From an optimization exercise on the open Yosys and OpenROAD flow, aimed at small area; shortcuts taken in it are not production practice.
The RTL was checked by simulation tests, not by an equivalence proof against the original design.
The clock input has no modelled driver; a real chip could not lean on it and would need a root buffer or a full tree.
Power figures rest on the tool's default switching activity, not on a simulated workload.

== pepper ==
==> flow/design.v <==
`timescale 1ns / 1ps
module echo_count_next (
    input  [14:0] s,
    input         echo,
    input         clr,
    output [14:0] d
);
    wire [15:0] c;                   
    wire [14:0] x;
    assign c[0] = echo;
    genvar i;
    generate for (i = 0; i < 15; i = i + 1) begin : g_bit
        if (i % 2 == 0) begin : g_even
            g_nand2 u_c (.A(c[i]), .B(s[i]), .Y(c[i+1]));
            g_o21ai u_x (.A1(s[i]), .A2(c[i]), .B1(c[i+1]), .Y(x[i]));   
            g_nor2  u_d (.A(clr), .B(x[i]), .Y(d[i]));
        end else begin : g_odd
            g_nor2  u_c (.A(c[i]), .B(s[i]), .Y(c[i+1]));
            g_a211o u_d (.A1(s[i]), .A2(c[i]), .B1(c[i+1]), .C1(clr), .X(d[i]));
        end
    end endgenerate
endmodule
module g_nand2 (input A, input B, output Y);
    assign Y = ~(A & B);
endmodule
module g_nor2 (input A, input B, output Y);
    assign Y = ~(A | B);
endmodule
module g_o21ai (input A1, input A2, input B1, output Y);
    assign Y = ~((A1 | A2) & B1);
endmodule
module g_a211o (input A1, input A2, input B1, input C1, output X);
    assign X = (A1 & A2) | B1 | C1;
endmodule
`timescale 1ns / 1ps
module shift_next #(
    parameter N = 16,
    parameter [N-1:0] Z = {N{1'b0}}
) (
    input          rst,
    input          nrst,
    input  [N-1:0] s,
    output [N-1:1] d
);
    genvar i;
    generate for (i = 1; i < N; i = i + 1) begin : g_st
        if (Z[i]) begin : g_one
            g_nand2 u (.A(nrst), .B(s[i-1]), .Y(d[i]));    
        end else begin : g_zero
            g_nor2  u (.A(rst), .B(s[i-1]), .Y(d[i]));     
        end
    end endgenerate
endmodule
`timescale 1ns / 1ps
module robot(
input fpgaclk,rst,en,
input [2:0] echo,
output [2:0] trigger,led,
output wire [3:0] sig_out_R,sig_out_L
);
localparam [15:0] T_RESET = 16'h2512;    
localparam [15:0] T_JUMP  = 16'hb604;    
localparam [16:0] K_RESET = 17'h11a22;   
localparam [16:0] K_TICK  = 17'h0300e;   
localparam [15:0] TP = 16'haaaa;
localparam [15:0] TZ = T_RESET ^ TP;     
wire nrst = ~rst;
reg  [15:0] ts;
wire [15:1] tsd;
wire [15:0] t = ts ^ TP;
reg trig;
wire t_jump = (t == T_JUMP);
shift_next #(.N(16), .Z(TZ)) u_t (.rst(rst), .nrst(nrst), .s(ts), .d(tsd));
always @(posedge fpgaclk)
    ts <= {tsd, rst ? TZ[0] : t[15] ^ t[2] ^ t_jump};
always @(posedge fpgaclk or posedge rst)
    if (rst) trig <= 1'b0;
    else     trig <= t_jump | (trig & ~(t[2] & t[6]));
assign trigger = {3{trig}};
localparam [14:0] EINV = 15'b010101010101010;
reg  [14:0] s0, s1, s2;
wire [14:0] d0, d1, d2;
wire [14:0] e0 = s0 ^ EINV, e1 = s1 ^ EINV, e2 = s2 ^ EINV;
wire eclr = trig | rst;
echo_count_next u_e0 (.s(s0), .echo(echo[0]), .clr(eclr), .d(d0));
echo_count_next u_e1 (.s(s1), .echo(echo[1]), .clr(eclr), .d(d1));
echo_count_next u_e2 (.s(s2), .echo(echo[2]), .clr(eclr), .d(d2));
always @(posedge fpgaclk) begin
    s0 <= d0;
    s1 <= d1;
    s2 <= d2;
end
wire [2:0] obs = {e2 < 15'd550, e1 < 15'd550, e0 < 15'd550};
assign led = ~obs & {3{~rst}};
reg dirR, dirL;
always @(posedge fpgaclk) begin
    dirR <= ~obs[1] & (~obs[2] | obs[0]);
    dirL <= ~obs[1] & (~obs[0] | obs[2]);
end
localparam [16:0] KP = 17'h0aaaa;
localparam [16:0] KZ = K_RESET ^ KP;     
reg  [16:0] ks;
wire [16:1] ksd;
wire [16:0] k = ks ^ KP;
wire tick = (k == K_TICK);
shift_next #(.N(17), .Z(KZ)) u_k (.rst(rst), .nrst(nrst), .s(ks), .d(ksd));
always @(posedge fpgaclk)
    ks <= {ksd, rst ? KZ[0] : ~(k[16] ^ k[5]) ^ tick};
reg on, on_p;                 
reg dR, dL;
reg [1:0] phR_p, phL_p;
wire [1:0] phR = on_p ? {phR_p[1] ^ phR_p[0] ^ ~dR, ~phR_p[0]} : 2'b00;
wire [1:0] phL = on_p ? {phL_p[1] ^ phL_p[0] ^ ~dL, ~phL_p[0]} : 2'b00;
always @(posedge fpgaclk or posedge rst)
    if (rst) begin
        on <= 1'b0; on_p <= 1'b0;
    end else if (tick) begin
        on <= en; on_p <= on;
    end
always @(posedge fpgaclk)
    if (tick) begin
        dR <= dirR; phR_p <= phR;
        dL <= dirL; phL_p <= phL;
    end
assign sig_out_R = {on_p &  phR_p[1] &  phR_p[0], on_p &  phR_p[1] & ~phR_p[0],
                    on_p & ~phR_p[1] &  phR_p[0], on_p & ~phR_p[1] & ~phR_p[0]};
assign sig_out_L = {on_p &  phL_p[1] &  phL_p[0], on_p &  phL_p[1] & ~phL_p[0],
                    on_p & ~phL_p[1] &  phL_p[0], on_p & ~phL_p[1] & ~phL_p[0]};
endmodule
==> flow/config.mk <==
export PLATFORM = sky130hd
export DESIGN_NAME = robot
export DESIGN_NICKNAME = robot
export VERILOG_FILES = /design/flow/design.v
export SDC_FILE = /design/flow/constraint.sdc
export NUM_CORES = 4
export LEC_CHECK = 0
export CAP_MARGIN = 20
export CORE_MARGIN = 2
export CORE_UTILIZATION = 80
export GPL_TIMING_DRIVEN = 0
export SLEW_MARGIN = 20
export ADDER_MAP_FILE =
export MY_ABC_SCRIPT = /design/flow/flow/area.abc
export MY_CELL_MAP = g_nand2 sky130_fd_sc_hd__nand2_1 g_nor2 sky130_fd_sc_hd__nor2_1 g_o21ai sky130_fd_sc_hd__o21ai_0 g_a211o sky130_fd_sc_hd__a211o_1
export BUFFER_PORTS_ARGS = -buffer_cell sky130_fd_sc_hd__buf_1
export CTS_ARGS = -sink_clustering_enable -repair_clock_nets -dont_use_dummy_load
export POST_CTS_TCL = /design/flow/flow/merge_clk.tcl
export PRE_GLOBAL_PLACE_TCL = /design/flow/flow/pre_place.tcl
export CLK_GROUPS = 4
export CLK_LEAF_CELL = sky130_fd_sc_hd__buf_8
==> flow/constraint.sdc <==
create_clock -name core_clock -period 10.0 [get_ports {fpgaclk}]
set_input_delay 2.0000 -clock core_clock [delete_from_list [all_inputs] [get_ports {fpgaclk}]]
set_output_delay 2.0000 -clock core_clock [all_outputs]
set_load 0.01 [all_outputs]
standard.sh (not shown) runs the stock make flow with config.mk's settings and CLKGATE_MAP_FILE= SYNTH_SCRIPT=/design/flow/synth_recipe.tcl, a recipe that flattens the netlist after the stock synthesis.
==> flow/flow/run.sh <==
#!/bin/bash
# Layout with the standard flow (standard.sh) and these changes:
# - synthesis is the standard flow's (synth_recipe.tcl, via my_synth.tcl) except that
#   * the gate modules g_* of rtl/counter.v (the echo counters' next-state
#     logic) become the sky130 cells of the same function and pin names, so
#     that netlist is kept as written;
#   * its ABC step maps with the area-oriented script flow/area.abc, and the
#     adder step is off (ADDER_MAP_FILE empty);
#   registers are mapped exactly as in the standard synthesis, and get the
#   instance names it gives them (standard synthesis run first, into
#   orfs_std, log std_synth.log);
# - port buffers use the smallest buffer (buf_1);
# - CTS inserts no dummy loads, and after CTS flow/merge_clk.tcl replaces the
#   clock tree with 4 buf_8 leaf buffers fed from the clock port.
# The make output goes to standard_flow.log; each ORFS step keeps its own log
# under orfs/logs.
set -euo pipefail
W=$PWD
# The standard synthesis, unchanged, for the register names (see below).
bash standard.sh WORK_HOME="$W/orfs_std" synth > std_synth.log 2>&1
STD_NETLIST=$W/orfs_std/results/$FLOW_PLATFORM/robot/base/1_2_yosys.v
test -s "$STD_NETLIST"
# synth_core.tcl: ORFS's synth.tcl with the cell mapping of the g_* modules
# added after the design is read, and the ABC script replaced
python3 - "$FLOW_HOME/scripts/synth.tcl" synth_core.tcl <<'EOP'
import sys
s = open(sys.argv[1]).read()
top = "hierarchy -check -top $::env(DESIGN_NAME)\n"
assert s.count(top) == 1
s = s.replace(top, top + """foreach {m c} $::env(MY_CELL_MAP) { chtype -map $m $c }
hierarchy -check -top $::env(DESIGN_NAME)
""")
abc = "log_cmd abc {*}$abc_args"
assert s.count(abc) == 1
s = s.replace(abc, "log_cmd abc {*}[lreplace $abc_args 1 1 $::env(MY_ABC_SCRIPT)]")
open(sys.argv[2], "w").write(s)
EOP
# my_synth.tcl: synth_recipe.tcl sourcing synth_core.tcl instead of synth.tcl,
# and afterwards giving the registers the standard synthesis's instance names
# (flow/fix_names.py checks that they are the same registers and cell types).
sed "s|source \$::env(SCRIPTS_DIR)/synth.tcl|source $W/synth_core.tcl|" synth_recipe.tcl > my_synth.tcl
grep -q "synth_core.tcl" my_synth.tcl
echo "exec python3 $W/flow/fix_names.py $STD_NETLIST \$::env(RESULTS_DIR)/1_2_yosys.v >@ stdout" >> my_synth.tcl
cat >> config.mk <<EOC
export ADDER_MAP_FILE =
export MY_ABC_SCRIPT = $W/flow/area.abc
export MY_CELL_MAP = g_nand2 sky130_fd_sc_hd__nand2_1 g_nor2 sky130_fd_sc_hd__nor2_1 g_o21ai sky130_fd_sc_hd__o21ai_0 g_a211o sky130_fd_sc_hd__a211o_1
export BUFFER_PORTS_ARGS = -buffer_cell sky130_fd_sc_hd__buf_1
export CTS_ARGS = -sink_clustering_enable -repair_clock_nets -dont_use_dummy_load
export POST_CTS_TCL = $W/flow/merge_clk.tcl
export PRE_GLOBAL_PLACE_TCL = $W/flow/pre_place.tcl
export CLK_GROUPS = 4
export CLK_LEAF_CELL = sky130_fd_sc_hd__buf_8
EOC
bash standard.sh SYNTH_SCRIPT="$W/my_synth.tcl" finish > standard_flow.log 2>&1
==> flow/flow/area.abc <==
strash
dch -f
amap
strash
dch -f
amap
strash
dch -f
amap
strash
dch -f
amap
==> flow/flow/fix_names.py <==
"""Give the registers of our synthesis netlist the instance names the
standard synthesis gave them.

Yosys names a register after its RTL signal plus a suffix for the internal
cell type it had when registers were renamed (e.g. \\on$_DFFE_PP0P_); the
suffix can differ between the two syntheses (e.g. the enable polarity), since
the logic around the register is optimised differently. The registers are the
same, signal by signal and cell type by cell type; this checks that and
renames ours. Usage: fix_names.py STANDARD_NETLIST OUR_NETLIST (rewritten).
"""
import re
import sys

FF = re.compile(r'^(\s*)(sky130_fd_sc_hd__(?:df|edf|sdf)\w*)(\s+)(\\\S+|\S+)(\s+\()', re.M)


def regs(text):
    return [(m.group(2), m.group(4)) for m in FF.finditer(text)]


def base(name):
    return name.split('$')[0]


std_text = open(sys.argv[1]).read()
our_text = open(sys.argv[2]).read()
std = {}
for cell, name in regs(std_text):
    assert base(name) not in std, name
    std[base(name)] = (cell, name)
ours = regs(our_text)
assert len(ours) == len(std), (len(ours), len(std))
assert len({base(n) for _, n in ours}) == len(ours)
for cell, name in ours:
    scell, sname = std[base(name)]
    assert scell.rsplit('_', 1)[0] == cell.rsplit('_', 1)[0], (cell, name, scell, sname)


def sub(m):
    new = std[base(m.group(4))][1]
    if new != m.group(4):
        print(f"fix_names: {m.group(4)} -> {new}")
    return m.group(1) + m.group(2) + m.group(3) + new + m.group(5)


open(sys.argv[2], 'w').write(FF.sub(sub, our_text))
Other scripts of this flow, unchanged in this note and not shown: flow/flow/merge_clk.tcl, flow/flow/pre_place.tcl
## Diff of input files: cedar against pepper
diff --git a/flow/flow/run.sh b/flow/flow/run.sh
--- a/flow/flow/run.sh
+++ b/flow/flow/run.sh
@@ -8,5 +8,3 @@
 #     adder step is off (ADDER_MAP_FILE empty);
-#   registers are mapped exactly as in the standard synthesis, and get the
-#   instance names it gives them (standard synthesis run first, into
-#   orfs_std, log std_synth.log);
+#   registers are mapped exactly as in the standard synthesis;
 # - port buffers use the smallest buffer (buf_1);
@@ -18,6 +16,2 @@
 W=$PWD
-# The standard synthesis, unchanged, for the register names (see below).
-bash standard.sh WORK_HOME="$W/orfs_std" synth > std_synth.log 2>&1
-STD_NETLIST=$W/orfs_std/results/$FLOW_PLATFORM/robot/base/1_2_yosys.v
-test -s "$STD_NETLIST"
 # synth_core.tcl: ORFS's synth.tcl with the cell mapping of the g_* modules
@@ -37,8 +31,5 @@
 EOP
-# my_synth.tcl: synth_recipe.tcl sourcing synth_core.tcl instead of synth.tcl,
-# and afterwards giving the registers the standard synthesis's instance names
-# (flow/fix_names.py checks that they are the same registers and cell types).
+# my_synth.tcl: synth_recipe.tcl sourcing synth_core.tcl instead of synth.tcl
 sed "s|source \$::env(SCRIPTS_DIR)/synth.tcl|source $W/synth_core.tcl|" synth_recipe.tcl > my_synth.tcl
 grep -q "synth_core.tcl" my_synth.tcl
-echo "exec python3 $W/flow/fix_names.py $STD_NETLIST \$::env(RESULTS_DIR)/1_2_yosys.v >@ stdout" >> my_synth.tcl
 cat >> config.mk <<EOC
==> flow/flow/area.abc <==
strash
dch -f
amap
strash
dch -f
amap
strash
dch -f
amap
removed: flow/flow/fix_names.py
Delta (cedar minus pepper): number of combinational gates with multiple inputs higher, maximum achievable frequency neither gained nor lost much, number of clock sinks seen by CTS ~0 delta, final core utilization fell by 0.31 points, total length of routed met3 wires fell 62%. Largest stage delay on the critical path ended up 0.02 ns lower on cedar than on pepper. Looking only at clock power share, and setting everything else aside, the lower value of pepper and cedar goes to cedar. Delta (cedar minus pepper): setup slack shrank by 0.0074 ns; final cell count -about 0.5%; area of combinational cells with multiple inputs stayed essentially flat; share of total power consumed by net switching lower. In summary, cedar completed successfully, with a layout that passed the timing, DRC and antenna checks.
The following lists how xenon was set up differently from cedar:
diff --git a/flow/flow/run.sh b/flow/flow/run.sh
--- a/flow/flow/run.sh
+++ b/flow/flow/run.sh
@@ -8,3 +8,5 @@
 #     adder step is off (ADDER_MAP_FILE empty);
-#   registers are mapped exactly as in the standard synthesis;
+#   registers are mapped exactly as in the standard synthesis, and get the
+#   instance names it gives them (standard synthesis run first, into
+#   orfs_std, log std_synth.log);
 # - port buffers use the smallest buffer (buf_1);
@@ -16,2 +18,6 @@
 W=$PWD
+# The standard synthesis, unchanged, for the register names (see below).
+bash standard.sh WORK_HOME="$W/orfs_std" synth > std_synth.log 2>&1
+STD_NETLIST=$W/orfs_std/results/$FLOW_PLATFORM/robot/base/1_2_yosys.v
+test -s "$STD_NETLIST"
 # synth_core.tcl: ORFS's synth.tcl with the cell mapping of the g_* modules
@@ -31,5 +37,8 @@
 EOP
-# my_synth.tcl: synth_recipe.tcl sourcing synth_core.tcl instead of synth.tcl
+# my_synth.tcl: synth_recipe.tcl sourcing synth_core.tcl instead of synth.tcl,
+# and afterwards giving the registers the standard synthesis's instance names
+# (flow/fix_names.py checks that they are the same registers and cell types).
 sed "s|source \$::env(SCRIPTS_DIR)/synth.tcl|source $W/synth_core.tcl|" synth_recipe.tcl > my_synth.tcl
 grep -q "synth_core.tcl" my_synth.tcl
+echo "exec python3 $W/flow/fix_names.py $STD_NETLIST \$::env(RESULTS_DIR)/1_2_yosys.v >@ stdout" >> my_synth.tcl
 cat >> config.mk <<EOC
==> flow/flow/fix_names.py (new file) <==
"""Give the registers of our synthesis netlist the instance names the
standard synthesis gave them.

Yosys names a register after its RTL signal plus a suffix for the internal
cell type it had when registers were renamed (e.g. \\on$_DFFE_PP0P_); the
suffix can differ between the two syntheses (e.g. the enable polarity), since
the logic around the register is optimised differently. The registers are the
same, signal by signal and cell type by cell type; this checks that and
renames ours. Usage: fix_names.py STANDARD_NETLIST OUR_NETLIST (rewritten).
"""
import re
import sys

FF = re.compile(r'^(\s*)(sky130_fd_sc_hd__(?:df|edf|sdf)\w*)(\s+)(\\\S+|\S+)(\s+\()', re.M)


def regs(text):
    return [(m.group(2), m.group(4)) for m in FF.finditer(text)]


def base(name):
    return name.split('$')[0]


std_text = open(sys.argv[1]).read()
our_text = open(sys.argv[2]).read()
std = {}
for cell, name in regs(std_text):
    assert base(name) not in std, name
    std[base(name)] = (cell, name)
ours = regs(our_text)
assert len(ours) == len(std), (len(ours), len(std))
assert len({base(n) for _, n in ours}) == len(ours)
for cell, name in ours:
    scell, sname = std[base(name)]
    assert scell.rsplit('_', 1)[0] == cell.rsplit('_', 1)[0], (cell, name, scell, sname)


def sub(m):
    new = std[base(m.group(4))][1]
    if new != m.group(4):
        print(f"fix_names: {m.group(4)} -> {new}")
    return m.group(1) + m.group(2) + m.group(3) + new + m.group(5)


open(sys.argv[2], 'w').write(FF.sub(sub, our_text))
### Flow results
xenon reached the final stage; the timing, DRC and antenna checks on its layout passed.
xenon -> cedar: placeable core area flat
Fmax essentially unchanged between cedar and xenon.
As far as total DRC errors in the routed layout goes, xenon and cedar are indistinguishable; the numbers are identical.
Comparing cedar against xenon, there is no change at all in sum of overflow across all layers after global routing.
Reported for xenon and cedar, worst slew margin relative to its limit turned out identical to the last digit.
The longest individual stage delay on the worst path was comparable across xenon and cedar.
[compare] base=cedar new=xenon: clock skew flat; global router's overall resource usage flat.
On minimum period implied by the final worst setup slack, xenon and cedar are basically level.
In terms of clock transition at the registers of the reported paths, xenon and cedar differ only marginally.
For utilization, xenon and cedar come out practically identical.
No run of this note takes its clock network from TritonCTS; it comes from the design's own scripts or RTL.

port drivers added, routing unchanged:
How much do the figures lean on ideal ports? The routed layouts below were timed once more, with nothing changed but the port constraints. Step 1, drivers: a clkbuf_16 drives fpgaclk and a buf_2 each remaining input, both assumed. Step 2 moves the port delays by t, midway between the first and last clock arrival at a register: inputs arrive t later, outputs are due t later. That takes back most of the time a late clock gives input paths. Slacks: no drivers / after step 1 / after step 2; pairs: no drivers / after step 1.
run | shift t [ns] | slack for setup (ns) | clock arrival spread, ns
pepper | 0.204 | 4.972 / 4.944 / 4.944 | 0.006 / 0.006
cedar | 0.200 | 4.964 / 4.937 / 4.937 | 0.009 / 0.009
xenon | 0.200 | 4.964 / 4.937 / 4.937 | 0.009 / 0.009
After both steps setup and hold are still met in every run listed. The setup slack of pepper, which loses most, moves by -0.028 ns with the drivers and by -0.028 ns with both steps.
